This design comes from an exercise in tuning for small area, a short achievable clock period and few clock cycles on the open sky130 flow, not from production work.
Function was checked by simulation only, so behaviour that the tests miss may differ from the original.
Power is estimated from default activity; no workload was simulated.

Design crossbar, start of the top module:
module crossbar (
	input clk,                                        
	input reset,                                      
	input  master_0_req,				  
	output master_0_ack,                              
	input  master_0_cmd,				  
	output master_0_resp,                             
	input  [31:0] master_0_addr,                      
	input  [31:0] master_0_wdata,                     
	output [31:0] master_0_rdata,                     
	input  master_1_req,				
	output master_1_ack,
	input  master_1_cmd,				
	output master_1_resp,
	input  [31:0] master_1_addr,
	input  [31:0] master_1_wdata,
	output [31:0] master_1_rdata,
	input  master_2_req,
	output master_2_ack,
	input  master_2_cmd,
	output master_2_resp,
	input  [31:0] master_2_addr,
	input  [31:0] master_2_wdata,
	output [31:0] master_2_rdata,
	input  master_3_req,
	output master_3_ack,
	input  master_3_cmd,
	output master_3_resp,
	input  [31:0] master_3_addr,
	input  [31:0] master_3_wdata,
	output [31:0] master_3_rdata,
	output slave_0_req,
	input  slave_0_ack,
	output slave_0_cmd,
	input  slave_0_resp,
	input  [31:0] slave_0_rdata,
	output [31:0] slave_0_wdata,
	output [31:0] slave_0_addr,
	output slave_1_req,
	input  slave_1_ack,
	output slave_1_cmd,
	input  slave_1_resp,
	input  [31:0] slave_1_rdata,
	output [31:0] slave_1_wdata,
	output [31:0] slave_1_addr,
	output slave_2_req,
	input  slave_2_ack,
	output slave_2_cmd,
	input  slave_2_resp,
	input  [31:0] slave_2_rdata,
	output [31:0] slave_2_wdata,
	output [31:0] slave_2_addr,
	output slave_3_req,
	input  slave_3_ack,
	output slave_3_cmd,
	input  slave_3_resp,
	input  [31:0] slave_3_rdata,
	output [31:0] slave_3_wdata,
	output [31:0] slave_3_addr
	);
==> flow/config.mk <==
export PLATFORM = sky130hd
export DESIGN_NAME = crossbar
export DESIGN_NICKNAME = crossbar
export VERILOG_FILES = /design/flow/design.v
export SDC_FILE = /design/flow/constraint.sdc
export NUM_CORES = 4
export LEC_CHECK = 0
export CAP_MARGIN = 20
export CELL_PAD_IN_SITES_DETAIL_PLACEMENT = 1
export CORE_AREA = 5 5 295 295
export CTS_BUF_LIST = sky130_fd_sc_hd__clkbuf_4 sky130_fd_sc_hd__clkbuf_8
export DIE_AREA = 0 0 300 300
export PLACE_DENSITY = 0.35
export SETUP_SLACK_MARGIN = 1.5
export SLEW_MARGIN = 20
export SYNTH_HIERARCHICAL = 1
export SYNTH_MINIMUM_KEEP_SIZE = 0
export TNS_END_PERCENT = 3
==> flow/constraint.sdc <==
create_clock -name core_clock -period 6.0 [get_ports {clk}]
set_input_delay 1.2000 -clock core_clock [delete_from_list [all_inputs] [get_ports {clk}]]
set_output_delay 1.2000 -clock core_clock [all_outputs]
set_load 0.01 [all_outputs]
standard.sh (not shown) runs the stock make flow with config.mk's settings and CLKGATE_MAP_FILE= SYNTH_SCRIPT=/design/flow/synth_recipe.tcl, a recipe that flattens the netlist after the stock synthesis.
==> flow/flow/run.sh <==
#!/bin/bash
# Standard ORFS layout; the only change is the cell used for the port
# buffers (a plain buffer instead of the delay cell buffer_ports picks).
set -euo pipefail
BUF=${PORT_BUF:-sky130_fd_sc_hd__buf_1}
bash standard.sh "BUFFER_PORTS_ARGS=-buffer_cell $BUF" finish > flow_make.log 2>&1
Testbench counts at the start, summed over its fixed seeds: cycles 3,369.
Next try:
TNS_END_PERCENT = 10   (was 3)
Outcome:
- synthesized cell count does not change
- cell count stays flat
- flip-flop and latch count is unchanged
- power barely changes
Next try:
PLACE_DENSITY = 0.25   (was 0.35)
TNS_END_PERCENT = default   (was 10)
After rerunning: The changed run ran to the end with no violations. Global-route usage is higher by 3.4 points. Die area is unchanged. Clock power is higher by about 27%.
Next try:
PLACE_DENSITY = 0.35   (was 0.25)
SETUP_SLACK_MARGIN = 1.75   (was 1.5)
The new run finished with timing, DRC and antenna clean.
Power increases by 6.9%.
Global-route usage decreases by 0.93 points.
Non-clock buffer count increases by 31.
Count of clock-buffer cells in the layout decreases by 1.
Sequential cell count stays the same.
Worst setup slack gets better by 230 ps.
Area after synthesis stays the same.


crossbar, a different RTL version from the one above (not shown whole).
Size in the first run: about 1400 cells after synthesis, ~12 flip-flops, roughly 800 I/O pins, ~9300 µm² of cells after synthesis.
clock: 6.0 ns
lec_check: 0
cap_margin: 20
cell_pad_in_sites_detail_placement: 1
core_area: 5 5 295 295
die_area: 0 0 300 300
place_density: 0.35
setup_slack_margin: 1.5
slew_margin: 20
Scripts as last shown in full above: flow/flow/run.sh
The baseline passed the timing, design-rule and antenna checks.
Testbench counts at the start, summed over its fixed seeds: cycles 3,369.
Edit:
==> flow/run.sh (new file) <==
#!/bin/bash
# synth_recipe.tcl (not shown) runs the flow's synth.tcl, then flattens the netlist and writes it again
# the make line also repeats each setting of config.mk as NAME=value (left out here)
make -C /OpenROAD-flow-scripts/flow DESIGN_CONFIG=/design/flow/config.mk WORK_HOME=/design/flow/orfs CLKGATE_MAP_FILE= SYNTH_SCRIPT=/design/flow/synth_recipe.tcl finish
--- a/flow/config.mk
+++ b/flow/config.mk
@@ -11,4 +11,3 @@
 export DIE_AREA = 0 0 300 300
 export PLACE_DENSITY = 0.35
-export SETUP_SLACK_MARGIN = 1.5
 export SLEW_MARGIN = 20
removed: flow/flow/run.sh
removed: flow/standard.sh
=> Cell count is about the same; routed wire length came out higher by about 11%; die area is unchanged; global-route usage came out higher by 2.6 points; non-clock buffer count came out lower by 9.
Edit:
==> flow/flow/run.sh (new file) <==
#!/bin/bash
# Standard ORFS layout; the only change is the cell used for the port
# buffers (a plain buffer instead of the delay cell buffer_ports picks).
set -euo pipefail
BUF=${PORT_BUF:-sky130_fd_sc_hd__buf_1}
bash standard.sh "BUFFER_PORTS_ARGS=-buffer_cell $BUF" finish > flow_make.log 2>&1
==> flow/standard.sh (new file) <==
#!/bin/bash
# synth_recipe.tcl (not shown) runs the flow's synth.tcl, then flattens the netlist and writes it again
# the make line also repeats each setting of config.mk as NAME=value (left out here)
make -C /OpenROAD-flow-scripts/flow DESIGN_CONFIG=/design/flow/config.mk WORK_HOME=/design/flow/orfs CLKGATE_MAP_FILE= SYNTH_SCRIPT=/design/flow/synth_recipe.tcl "${@:-finish}"
--- a/flow/config.mk
+++ b/flow/config.mk
@@ -9,5 +9,7 @@
 export CELL_PAD_IN_SITES_DETAIL_PLACEMENT = 1
 export CORE_AREA = 5 5 295 295
+export CTS_BUF_LIST = sky130_fd_sc_hd__clkbuf_4 sky130_fd_sc_hd__clkbuf_8
 export DIE_AREA = 0 0 300 300
 export PLACE_DENSITY = 0.35
+export SETUP_SLACK_MARGIN = 1.65
 export SLEW_MARGIN = 20
removed: flow/run.sh
Outcome:
- wire length went down by a few percent
- worst setup slack improved by 1.4 ns
- cell count climbs slightly
- total power falls by a quarter to a third
- first-iteration DRC count rises by about a fifth
- non-clock buffer count climbs by 37
- maximum frequency increases by a quarter to a third
- combinational power falls by about a fifth
Edit:
==> flow/run.sh (new file) <==
#!/bin/bash
# synth_recipe.tcl (not shown) runs the flow's synth.tcl, then flattens the netlist and writes it again
# the make line also repeats each setting of config.mk as NAME=value (left out here)
make -C /OpenROAD-flow-scripts/flow DESIGN_CONFIG=/design/flow/config.mk WORK_HOME=/design/flow/orfs CLKGATE_MAP_FILE= SYNTH_SCRIPT=/design/flow/synth_recipe.tcl finish
==> flow/config.mk (replaced) <==
export PLATFORM = sky130hd
export DESIGN_NAME = crossbar
export DESIGN_NICKNAME = crossbar
export VERILOG_FILES = /design/flow/design.v
export SDC_FILE = /design/flow/constraint.sdc
export NUM_CORES = 4
export LEC_CHECK = 0
export CAP_MARGIN = 20
export CORE_AREA = 5 5 195 195
export DIE_AREA = 0 0 200 200
export SLEW_MARGIN = 20
removed: flow/flow/run.sh
removed: flow/standard.sh
=> Now the flow ended with an error in 3_2_place_iop, error PPL-0024. Synthesized area stays the same. Synthesized cell count is unchanged.
Edit:
--- a/flow/config.mk
+++ b/flow/config.mk
@@ -7,5 +7,5 @@
 export LEC_CHECK = 0
 export CAP_MARGIN = 20
-export CORE_AREA = 5 5 195 195
-export DIE_AREA = 0 0 200 200
+export CORE_AREA = 5 5 295 295
+export DIE_AREA = 0 0 300 300
 export SLEW_MARGIN = 20
The new run completed without violations.
Synthesized cell count does not change.
Area after synthesis does not change.

-- separate check: timing with driven ports --
How much do the figures lean on ideal ports? The routed layouts below were timed once more, with nothing changed but the port constraints. Step 1, drivers: a clkbuf_16 drives clk and a buf_2 each remaining input, both assumed. Step 2 also shifts input and output timing later by t, the mid clock arrival at the registers, as if the neighbouring blocks saw the same clock. Slacks: no drivers / after step 1 / after step 2; pairs: no drivers / after step 1.
run	t, ns	setup slack, ns	hold slack, ns
the first run of note 1	0.265	1.503 / 1.418 / 1.418	0.604 / 0.604 / 0.604
the second run of note 1	0.265	1.504 / 1.434 / 1.434	0.605 / 0.605 / 0.605
the third run of note 1	0.281	1.501 / 1.437 / 1.437	0.614 / 0.614 / 0.614
the fourth run of note 1	0.292	1.736 / 1.656 / 1.656	0.604 / 0.604 / 0.604
the first run of note 2	0.284	1.450 / 1.347 / 1.347	0.531 / 0.531 / 0.531
the second run of note 2	0.291	0.194 / 0.077 / 0.077	0.553 / 0.553 / 0.553
the third run of note 2	0.281	1.636 / 1.552 / 1.552	0.543 / 0.543 / 0.543
the fifth run of note 2	0.288	0.110 / 0.070 / 0.070	0.556 / 0.556 / 0.556
After both steps every run listed still meets setup and hold. The setup slack of the second run of note 2, which loses most, moves by -0.117 ns with the drivers and by -0.117 ns with both steps.
